This design comes from an exercise in tuning for small area, a short achievable clock period and few clock cycles per item on the open sky130 flow, not from production work. The RTL was checked by simulation tests, not by an equivalence proof against the original design.

## onyx
## neural_network
module neural_network
(
    input          clk_i,
    input          rstn_i,
    input   [63:0] data_in_i,
    input          fire_i,
    output  [15:0] prediction_o,
    output         done_o
);
export LEC_CHECK = 0
export ABC_AREA = 1
export CAP_MARGIN = 20
export CORE_MARGIN = 2
export CORE_UTILIZATION = 45
export SETUP_SLACK_MARGIN = 0.3
export SLEW_MARGIN = 20
export SYNTH_MEMORY_MAX_BITS = 65536
create_clock -name core_clock -period 10.0 [get_ports {clk_i}]
standard.sh (not shown) runs the stock make flow with config.mk's settings and CLKGATE_MAP_FILE= SYNTH_SCRIPT=/design/flow/synth_recipe.tcl, a recipe that flattens the netlist after the stock synthesis.
==> flow/flow/run.sh <==
#!/bin/bash
# The standard layout with two changes after the standard synthesis:
#  - the platform's delay cells (clkdlybuf4s*, dlygate4sd*, dlymetal6s*) are
#    added to its don't-use list, so the port buffers that placement inserts
#    are plain buffers rather than delay cells;
#  - sizing may swap a cell for one of another footprint
#    (MATCH_CELL_FOOTPRINT=0; the platform sets 1).
# Each step's output goes to its own log.
set -e
bash standard.sh synth > synth.log 2>&1
DU=$(sed -n '/^export DONT_USE_CELLS/,/^$/p' "$FLOW_HOME/platforms/sky130hd/config.mk" \
     | tr -d '\\' | tr -s ' \n' ' ' | sed 's/export DONT_USE_CELLS += //; s/#.*//')
for c in clkdlybuf4s15_1 clkdlybuf4s15_2 clkdlybuf4s18_1 clkdlybuf4s18_2 \
         clkdlybuf4s25_1 clkdlybuf4s25_2 clkdlybuf4s50_1 clkdlybuf4s50_2 \
         dlygate4sd1_1 dlygate4sd2_1 dlygate4sd3_1 \
         dlymetal6s2s_1 dlymetal6s4s_1 dlymetal6s6s_1; do
    DU="$DU sky130_fd_sc_hd__$c"
done
echo "DONT_USE_CELLS=$DU" > dont_use.log
bash standard.sh "DONT_USE_CELLS=$DU" MATCH_CELL_FOOTPRINT=0 finish > layout.log 2>&1
No stage failed in onyx, and the final checks on the layout all came back clean.
Testbench counts of onyx, summed over its fixed seeds: cycles 2,048, items 2,048.
Modified inputs, amber compared to onyx
- SETUP_SLACK_MARGIN: 0.3 -> 0.15
[summary]
amber reached the final stage; the timing, design-rule and antenna checks on its layout passed. onyx -> amber: fraction of synthesized cell area in xor and xnor cells delta 0, exact match. There was hardly any difference in proportion of cell area occupied by registers between onyx and amber. Between onyx and amber, the met3 routing resource usage after global routing figures differ only marginally.

* * *

== v35 ==
neural_network, a different RTL version from the one above (not shown whole).
Size in the first run: ~65 flip-flops.
// neural_network
module neural_network
(
    input          clk_i,
    input          rstn_i,
    input   [63:0] data_in_i,
    input          fire_i,
    output  [15:0] prediction_o,
    output         done_o
);
==> flow/config.mk <==
export PLATFORM = sky130hd
export DESIGN_NAME = neural_network
export DESIGN_NICKNAME = neural_network
export VERILOG_FILES = /design/flow/design.v
export SDC_FILE = /design/flow/constraint.sdc
export NUM_CORES = 4
export LEC_CHECK = 0
export ABC_AREA = 1
export CAP_MARGIN = 20
export CORE_MARGIN = 2
export CORE_UTILIZATION = 60
export PLACE_DENSITY = 0.75
export SETUP_SLACK_MARGIN = 1
export SLEW_MARGIN = 20
export SYNTH_MEMORY_MAX_BITS = 65536
==> flow/constraint.sdc <==
create_clock -name core_clock -period 10.0 [get_ports {clk_i}]
set_input_delay 2.0000 -clock core_clock [delete_from_list [all_inputs] [get_ports {clk_i}]]
set_output_delay 2.0000 -clock core_clock [all_outputs]
set_load 0.01 [all_outputs]
Scripts as last shown in full above: flow/flow/run.sh
The log for v35 ends in 5_1_grt with error GRT-0116, so the run never completed.
Testbench counts of v35, summed over its fixed seeds: cycles 2,048, items 2,048.
Edits applied to the flow inputs when going from v35 to v37:
- CORE_UTILIZATION changed from 60 to 50
- PLACE_DENSITY changed from 0.75 to 0.68
### Flow results
v37 reached the final stage; the timing, design-rule and antenna checks on its layout passed. Diff v35..v37 | hold buffer count at CTS | unchanged. Number of instances in the placed design of v37 exceeds that of v35 by a few percent. Diff v35 -> v37: post-DP HPWL fell 11000 um; die boundary height higher. Synthesized cell count came out exactly the same in v37 and v35. | quantity of gates resized following cts | v37 vs v35 | about 5% lower |. Delta (v37 minus v35): number of core rows +10; number of buffers created by CTS neither gained nor lost much; die span in x rose about 9%; routability congestion estimate saw a decrease.

afterwards: timing with drivers on the ports:
The results above use ideal ports. As a check the final layouts listed here were re-extracted and re-timed, cells and wires unchanged. Step 1 sets driving cells, clkbuf_16 on the clock port and buf_2 on the other inputs (assumed; they add their load-dependent delay and slew). Step 2 moves the port delays by t, midway between the first and last clock arrival at a register: inputs arrive t later, outputs are due t later. That takes back most of the time a late clock gives input paths. Three values: ideal, step 1, step 2; two values: the first two.
run	t (ns)	setup slack, ns	worst setup path after step 2	latest minus earliest clock arrival (ns)	pins driven straight from the clock port
onyx	0.397	0.592 / 0.546 / 0.604	input to register	0.006 / 0.005	1
amber	0.400	0.440 / 0.392 / 0.587	input to register	0.006 / 0.006	1
v37	0.391	0.767 / 0.723 / 1.052	input to register	0.007 / 0.007	1
After both steps every run listed still meets setup and hold.
